This is an optimization exercise on Yosys and OpenROAD, whose aim is small area, not a production implementation.
Function was checked by simulation only, so behaviour that the tests miss may differ from the original.
Power and IR drop assume default switching activity.

File: flow/run.sh
#!/bin/bash
# synth_recipe.tcl (not shown) runs the flow's synth.tcl, then flattens the netlist and writes it again
# the make line also repeats each setting of config.mk as NAME=value (left out here)
make -C /OpenROAD-flow-scripts/flow DESIGN_CONFIG=/design/flow/config.mk WORK_HOME=/design/flow/orfs CLKGATE_MAP_FILE= SYNTH_SCRIPT=/design/flow/synth_recipe.tcl finish
File: flow/config.mk
export PLATFORM = sky130hd
export DESIGN_NAME = morse
export DESIGN_NICKNAME = morse
export VERILOG_FILES = /design/flow/design.v
export SDC_FILE = /design/flow/constraint.sdc
export NUM_CORES = 4
export LEC_CHECK = 0
export CAP_MARGIN = 20
export CORE_MARGIN = 2
export CORE_UTILIZATION = 40
export SLEW_MARGIN = 20
File: flow/constraint.sdc
create_clock -name core_clock -period 10.0 [get_ports {clk}]
set_input_delay 2.0000 -clock core_clock [delete_from_list [all_inputs] [get_ports {clk}]]
set_output_delay 2.0000 -clock core_clock [all_outputs]
set_load 0.01 [all_outputs]
File: flow/design.v
`default_nettype none
module clock #(
    parameter integer COUNTER_WIDTH = 13,
    parameter [COUNTER_WIDTH-1:0] MAX_COUNT = 624
) (
    input wire i_clk,
    input wire i_rst,
    output reg o_clk,
    output wire o_rise
);
    reg [COUNTER_WIDTH-1:0] counter;
    assign o_rise = (counter == MAX_COUNT) && !o_clk;
    always @ (posedge i_clk, posedge i_rst) begin
        if (i_rst) begin
            counter <= 0;
            o_clk <= 0;
        end else if (counter == MAX_COUNT) begin
            counter <= 0;
            o_clk <= ~o_clk;
        end else begin
            counter <= counter + 1;
        end
    end
endmodule
`default_nettype none
module receiver(
    i_clk,
    i_rx,
    i_rst,
    o_data,
    ready
);
    input wire i_clk;
    input wire i_rx;
    input wire i_rst;
    output reg ready;
    output reg[7:0] o_data;
    reg continue_rx;
    reg prev;
    reg rx_steady_val;
    reg [1:0] steady;
    reg[7:0] s_data;
    reg[3:0] bit_counter;
    wire baud_clk;
    wire baud_tick;
    wire internal_clk;
    wire internal_tick;
    clock #(
        .MAX_COUNT(78),
        .COUNTER_WIDTH(7)
    ) internal_clk_gen (
        .i_clk(i_clk),
        .i_rst(i_rst),
        .o_clk(internal_clk),
        .o_rise(internal_tick)
    );
    clock baud_gen(
        .i_clk(i_clk),
        .i_rst(i_rst),
        .o_clk(baud_clk),
        .o_rise(baud_tick)
    );
    always @ (posedge i_clk, posedge i_rst) begin
        if (i_rst) begin
            prev <= 1;
            steady <= 0;
            rx_steady_val <= 1;
        end else if (internal_tick) begin
            if (steady == 2'b11) begin
                rx_steady_val <= prev;
                steady <= 0;
            end else if (prev == i_rx) begin
                steady <= steady + 1;
            end else begin
                steady <= 0;
                prev <= i_rx;
            end
        end
    end
    always @ (posedge i_clk, posedge i_rst) begin
        if (i_rst) begin
            continue_rx <= 0;
            bit_counter <= 0;
            s_data <= 0;
            o_data <= 0;
            ready <= 0;
        end else if (baud_tick) begin
            if (continue_rx) begin
                if (bit_counter < 8) begin
                    s_data <= {rx_steady_val, s_data[7:1]};
                    bit_counter <= bit_counter + 1;
                    ready <= 0;
                end else begin
                    continue_rx <= 0;
                    o_data <= s_data;
                    ready <= 1;
                end
            end else if (~rx_steady_val) begin
                continue_rx <= 1;
                bit_counter <= 0;
                s_data <= 0;
                ready <= 0;
            end
        end
    end
endmodule
`default_nettype none
module translator (
    input wire[7:0] in_ascii,
    output reg[19:0] out
);
    localparam reg [3:0] DASH = 4'b1110;
    localparam reg [1:0] DOT = 2'b10;
    always @ (in_ascii) begin
        casez (in_ascii)
            8'b00110000: out = { 5{DASH}};                           
            8'b00110001: out = { {1{DOT}}, {4{DASH}}, {2'b0} };      
            8'b00110010: out = { {2{DOT}}, {3{DASH}}, {4'b0} };      
            8'b00110011: out = { {3{DOT}}, {2{DASH}}, {6'b0} };      
            8'b00110100: out = { {4{DOT}}, {1{DASH}}, {8'b0} };      
            8'b00110101: out = { {5{DOT}}, {0{DASH}}, {10'b0} };     
            8'b00110110: out = { {1{DASH}}, {4{DOT}}, {8'b0} };      
            8'b00110111: out = { {2{DASH}}, {3{DOT}}, {6'b0} };      
            8'b00111000: out = { {3{DASH}}, {2{DOT}}, {4'b0} };      
            8'b00111001: out = { {4{DASH}}, {1{DOT}}, {2'b0} };      
            8'b01?00001: out = { DOT, DASH, 14'b0 };
            8'b01?00010: out = { DASH, {3{DOT}}, 10'b0 };
            8'b01?00011: out = { {2{DASH, DOT}}, 8'b0 };
            8'b01?00100: out = { DASH, {2{DOT}}, 12'b0};
            8'b01?00101: out = { DOT, 18'b0 };
            8'b01?00110: out = { {2{DOT}}, DASH, DOT, 10'b0 };
            8'b01?00111: out = { {2{DASH}}, DOT, 10'b0 };
            8'b01?01000: out = { {4{DOT}}, 12'b0 };
            8'b01?01001: out = { {2{DOT}}, 16'b0 };
            8'b01?01010: out = { DOT, {3{DASH}}, 6'b0 };
            8'b01?01011: out = { DASH, DOT, DASH, 10'b0 };
            8'b01?01100: out = { DOT, DASH, {2{DOT}}, 10'b0};
            8'b01?01101: out = { {2{DASH}}, 12'b0 };
            8'b01?01110: out = { DASH, DOT, 14'b0 };
            8'b01?01111: out = { {3{DASH}}, 8'b0 };
            8'b01?10000: out = { DOT, DASH, DASH, DOT, 8'b0 };
            8'b01?10001: out = { {2{DASH}}, DOT, DASH, 6'b0};
            8'b01?10010: out = { DOT, DASH, DOT, 12'b0 };
            8'b01?10011: out = { DOT, DOT, DOT, 14'b0 };
            8'b01?10100: out = { DASH, 16'b0 };
            8'b01?10101: out = { DOT, DOT, DASH, 12'b0 };
            8'b01?10110: out = { {3{DOT}}, DASH, 10'b0 };
            8'b01?10111: out = { DOT, DASH, DASH, 10'b0 };
            8'b01?11000: out = { DASH, DOT, DOT, DASH, 8'b0 };
            8'b01?11001: out = { DASH, DOT, {2{DASH}}, 6'b0 };
            8'b01?11010: out = { {2{DASH}}, {2{DOT}}, 8'b0 };
            default : out = 0;
        endcase
    end
endmodule
`default_nettype none
module buffer(
    input wire i_clk,
    input wire i_rst,
    input wire [19:0] i_w_data,
    input wire i_r_next,
    output wire [19:0] o_r_data,
    output reg buff_warn
);
    integer i;
    reg [3:0] r_addr;
    reg [3:0] w_addr;
    reg r_next_q;
    reg [19:0] memory [0:9];
    assign o_r_data = memory[r_addr];
    always @ (posedge i_clk) begin
        buff_warn <= 0;
        if (i_rst) begin
            w_addr <= 0;
            for (i=0; i<10; i=i+1) memory[i] <= 0;
        end else if (i_w_data != memory[w_addr]) begin
            if (w_addr == 9) begin
                if (r_addr == 0) begin
                    buff_warn <= 1;
                end else begin
                    memory[0] <= i_w_data;
                    w_addr <= 0;
                end
            end else begin
                if (r_addr == w_addr + 1) begin
                    buff_warn <= 1;
                end else begin
                    memory[w_addr + 1] <= i_w_data;
                    w_addr <= w_addr + 1;
                end
            end
        end
    end
    always @ (posedge i_clk) begin
        r_next_q <= i_r_next;
        if (i_rst) begin
            r_addr <= 0;
        end else if (i_r_next && !r_next_q && r_addr != w_addr) begin
            if (r_addr == 9) begin
                r_addr <= 0;
            end else begin
                r_addr <= r_addr + 1;
            end
        end
    end
endmodule
`default_nettype none
module blinker(
    input wire[19:0] morse_code,
    input wire i_clk,
    input wire i_rst,
    input wire i_read,
    output wire LED_B,
    output reg ready
);
    wire blinker_clk;
    wire blinker_tick;
    reg[19:0] blink_data;
    assign LED_B = blink_data[19];
    clock #(
        .MAX_COUNT(2999),
        .COUNTER_WIDTH(12)
    ) blinker_clk_gen(
        .i_clk(i_clk),
        .i_rst(i_rst),
        .o_clk(blinker_clk),
        .o_rise(blinker_tick)
    );
    always @ (posedge i_clk, posedge i_rst) begin
        if (i_rst) begin
            blink_data <= 0;
            ready <= 1;
        end else if (blinker_tick) begin
            if (~ready) begin
                ready <= 0;
                blink_data <= blink_data << 1;
                if (~(blink_data[18] || blink_data[17])) begin
                    ready <= 1;
                end
            end else if (i_read) begin
                blink_data <= morse_code;
                ready <= 0;
            end
        end
    end
endmodule
`default_nettype none
module morse (
    input wire clk,
    input wire RX,
    input wire[3:0] SW,  
    output wire LED_R,
    output wire LED_G,
    output wire LED_B
);
    wire LED_B_inv;
    wire LED_R_inv;
    wire uart_ready;
    wire blinker_ready;
    wire [7:0] rx_ascii;
    wire [19:0] morse_data;
    wire [19:0] morse_data_buff;
    assign LED_B = ~LED_B_inv;
    assign LED_R = ~LED_R_inv;
    assign LED_G = ~blinker_ready;
    receiver uart_rx(
        .i_clk(clk),
        .i_rx(RX),
        .i_rst(~SW[0]),
        .o_data(rx_ascii),
        .ready(uart_ready)
    );
    translator morse_trsltr (
        .in_ascii(rx_ascii),
        .out(morse_data)
    );
    buffer morse_buffer (
        .i_clk(clk),
        .i_rst(~SW[0]),
        .i_w_data(morse_data),
        .i_r_next(blinker_ready),
        .o_r_data(morse_data_buff),
        .buff_warn(LED_R_inv)
    );
    blinker morse_blinker (
        .morse_code(morse_data_buff),
        .i_clk(clk),
        .i_rst(~SW[0]),
        .i_read(blinker_ready),
        .LED_B(LED_B_inv),
        .ready(blinker_ready)
    );
endmodule
==> metrics.md <==
| Metric | Value |
|---|---|
| Count of max-cap constraint violations | `0` |
| Count of final setup violators | `0` |
| Most frequently used flop master after synthesis | `edfxtp_1` |
| Gate count of the mapped netlist | `between 1000 and 1500` |
| Worst hold-check slack | `456.8 ps` |
| Clock period minus final worst setup slack | `between 5000 and 6000 ps` |
| Area of the die | `0.05205 sq mm` |
| Sum of net half-perimeters after detailed placement | `~33 mm` |
| Iteration count of the initial detailed-routing pass | `6` |
| Max Transition Viols Final | `0` |
| Biggest area consumer among synthesized cells | `edfxtp_1` |
| Final RePlAce weighted congestion | `~0.82` |
| Sink count of the clock tree | `386` |
| Mean area per synthesized cell | `between 10 and 15 sq um` |
| RSZ-0062 raised after global routing | `no` |
| Clock network latency to the later pin of the worst-skew pair | `approximately 570 ps` |
| Die height | `between 200 and 250 um` |
| Peak ir drop on the vdd network | `just over 0.0002 V` |
| Kind of critical path | `reg -> reg` |
| Startpoint type of the worst setup path | `flip-flop` |
| Via count | `12900` |
| Largest net degree at the start of global routing | `between 70 and 80` |
| Wire length of the first global-routing pass | `about 83 mm` |
| Hold violation total from the final report | `0` |
| Number of global-route vias before repair | `approximately 13000` |
| Worst slew slack as a fraction of its limit | `27.77%` |
| Power density over the cells | `about 220 mW/mm^2` |
| Number of H-tree branching levels | `2` |
| Clock tree skew after final layout | `just under 20 ps` |
| Yosys synthesis warning count | `7` |
| Number of I/O port buffers | `5` |
| GR Util All Layers | `a little over a fifth` |
| Number of enable-type register cells in the synthesized netlist | `288` |
| Status | `no timing/DRC/antenna violations` |
| Antenna diode instance count | `0` |
| Average detailed-routed wire length per instance | `around 26 um` |
| Leading post-synthesis cells by instance count | `edfxtp_1, mux4_2, nor2_1` |
| Hold_buf cts | `0` |
| Maximum fanout along the worst path | `62` |
| Count of unique library cells instantiated by Yosys | `76` |
| Sum of negative setup slack | `0 ps` |
| Measured slew at the worst slew-check pin | `1081 ps` |
| Residual DRC count | `0` |
| Number of antenna violations at the first check in global routing | `0` |
| Number of synthesized register bits | `386` |
| Proportion of netlist area held by the largest area contributor | `between 40% and 50%` |
| Worst R2R End | `morse_buffer.memory[10][8]$_DFFE_PP_` |
| Sequential share of the synthesized area | `approximately 55%` |
| Worst hold path startpoint | `uart_rx.baud_gen.o_clk$_DFFE_PN0N_` |
| Core Box Area | `0.04986 sq mm` |
| Violation count after the first detailed-routing iteration | `about 1300` |
| # Post-CTS Setup Buffers | `0` |
| I/O Pins | `9` |
| Clock edge transition at the registers on the reported setup and hold paths | `around 70 ps` |
| Final Net Count | `approximately 1400` |
| Initial Util | `between 40% and 50%` |
| Die outline width | `228.2 um` |
| Number of core rows | `82` |
| Vias per cell | `approximately 6` |
| Share of synthesized registers carrying an async set or reset | `between 20% and 30%` |
| CTS Root Cell | `clkbuf_16` |
| CTS Buf Count | `between 40 and 50` |
| Required time worst endpoint | `between 10000 and 15000 ps` |
| Antenna-violating nets left | `0` |
| Netlist Area Pre-Place | `0.02010 sq mm` |
| Most numerous cell in the Yosys netlist | `edfxtp_1` |
| Fraction of final layout cells with drive strength greater than 1 | `24.01%` |
| Final global-route overflow total | `0` |
| Ranking of synthesized cells by area | `edfxtp_1, mux4_2, dfrtp_1, nor4_1, nor3_1` |
| Nature of the critical path endpoint | `flip-flop` |
| Reg-to-reg slack, setup | `roughly 4300 ps` |
| Mapped Nets | `1436` |
| Buffer depth of the longest clock path | `3` |
| Path depth of the worst reg2reg path | `10` |
| Data arrival time at the worst-slack endpoint | `~6000 ps` |
| Worst hold path cell count | `1` |
| TritonCTS clock tree | `yes` |
| Overall routed net length | `roughly 55 mm` |
| Worst hold endpoint | `uart_rx.baud_gen.o_clk$_DFFE_PN0N_` |
| Crit share post-route | `a little under three fifths` |
| Area overhead of the layout relative to synthesis | `10.73%` |
| Number of cells upsized or downsized after cts | `0` |
| Leakage | `approximately 7.1 nW` |
| Class of the worst hold path | `reg -> reg` |
| Fmax | `175.3 MHz` |
==> routing by layer <==
metal	vias to the layer above	wire, um	track usage [%]
met5	-	0	0
met4	0	1996	7.598
met3	122	4349	4.788
met2	588	25890	33.90
met1	6605	22420	28.36
li1	5581	-	-
==> worst max-delay path: stages, from the launching register on <==
cell and delay (ps):
dfxtp_4 790, buf_4 660, mux4_2 620, a22oi_1 320, nand3_1 190, o31ai_1 600
nand4_2 390, o21ai_4 250, buf_4 660, buf_4 570, nor3_1 240
==> worst max-delay path by stage <==
stage / to / slack [ps] / cells after the start
global route: morse_buffer.memory[12][8]$_DFFE_PP_ / 3980 / 11
finish: morse_buffer.memory[10][8]$_DFFE_PP_ / 4300 / 10
global placement: morse_buffer.memory[9][11]$_DFFE_PP_ / 4300 / 9
CTS: morse_buffer.memory[10][8]$_DFFE_PP_ / 4260 / 10
detailed placement: morse_buffer.memory[13][8]$_DFFE_PP_ / 4300 / 10
floorplan: morse_buffer.memory[12][10]$_DFFE_PP_ / 4420 / 2
==> state kept, by name, indices dropped and copies added, names as in the netlist, 7 cells and up, named ones only <==
name / flops
morse_buffer.memory: 288
morse_blinker.blink_data: 19
uart_rx.baud_gen.counter: 13
morse_blinker.blinker_clk_gen.counter: 12
uart_rx.o_data: 8
uart_rx.s_data: 8
uart_rx.internal_clk_gen.counter: 7
==> power by group <==
part / total (mW) / switching [mW] / leakage [nW] / internal [mW]
Clock: 1.62 / 0.654 / 0.687 / 0.967
Combinational: 1.36 / 0.847 / 2.42 / 0.518
Sequential: 1.97 / 0.101 / 4.00 / 1.87
==> per-stage QoR <==
| stage | cell area (sq um) | util, % | total power, mW | cells | setup slack, ps |
|---|---|---|---|---|---|
| after floorplan | 20100 | - | 2.893 | 1421 | 4422 |
| after global placement | 20830 | 41.76 | 3.340 | 2015 | 4298 |
| after detailed placement | 20830 | 41.77 | 3.348 | 2015 | 4300 |
| after CTS | 22250 | 44.62 | 4.973 | 2092 | 4260 |
| after global routing | 22260 | 44.63 | 5.124 | 2092 | 3981 |
| final | 22260 | 44.63 | 4.957 | 2092 | 4297 |
==> final cells by class <==
cell class,instances,area (sq um)
fill,4433,27610
sequential,386,11030
multi-input combinational,882,8453
clock buffer,54,1147
tap,672,840.8
timing repair buffer,58,449.2
clock inverter,23,271.5
inverter,17,63.81
==> cell usage in the layout (no fill, tap or decap), types with 17 or more instances in the layout <==
cell,count
edfxtp_1,288
mux4_2,162
nor2_1,93
nor3_1,87
nor4_1,85
dfrtp_1,77
buf_4,53
nand2_1,47
clkbuf_16,43
nand3_1,38
a21oi_1,35
mux2i_1,34
xnor2_1,31
xor2_1,21
nor2b_1,19
o21ai_0,19
inv_1,17
==> cell families (layout without fill, tap and decap cells) <==
logic type | after synthesis | after routing | share of synthesized area, %
flip-flops | 386 | 386 | 54.80
AND/OR/NAND/NOR | 469 | 469 | 12.80
adder cells (fa/ha/maj) | 9 | 9 | 0.5603
XOR/XNOR | 53 | 53 | 2.378
buffers and inverters | 153 | 152 | 3.947
multiplexers | 210 | 210 | 20.63
AO/OA/AOI/OAI | 141 | 141 | 4.881

-- afterwards: timing with drivers on the ports --
Ports are ideal in the flow. The routed layout listed here was re-timed in OpenROAD.
Step 1 (the two cells are an assumption about what drives the block):
set clk [get_ports {clk}]
set_driving_cell -lib_cell sky130_fd_sc_hd__clkbuf_16 $clk
set_driving_cell -lib_cell sky130_fd_sc_hd__buf_2 [delete_from_list [all_inputs] $clk]
Step 2 also shifts input and output timing later by t, the mid clock arrival at the registers, as if the neighbouring blocks saw the same clock.
Three values: no drivers, after step 1, after step 2; two values: the first two.
t (ns): 0.619
setup WS [ns]: 4.297 / 4.297 / 4.297
worst hold slack (ns): 0.457 / 0.457 / 0.457
After both steps this run still meets setup and hold. The setup slack of this run moves by 0.000 ns with the drivers and by 0.000 ns with both steps.
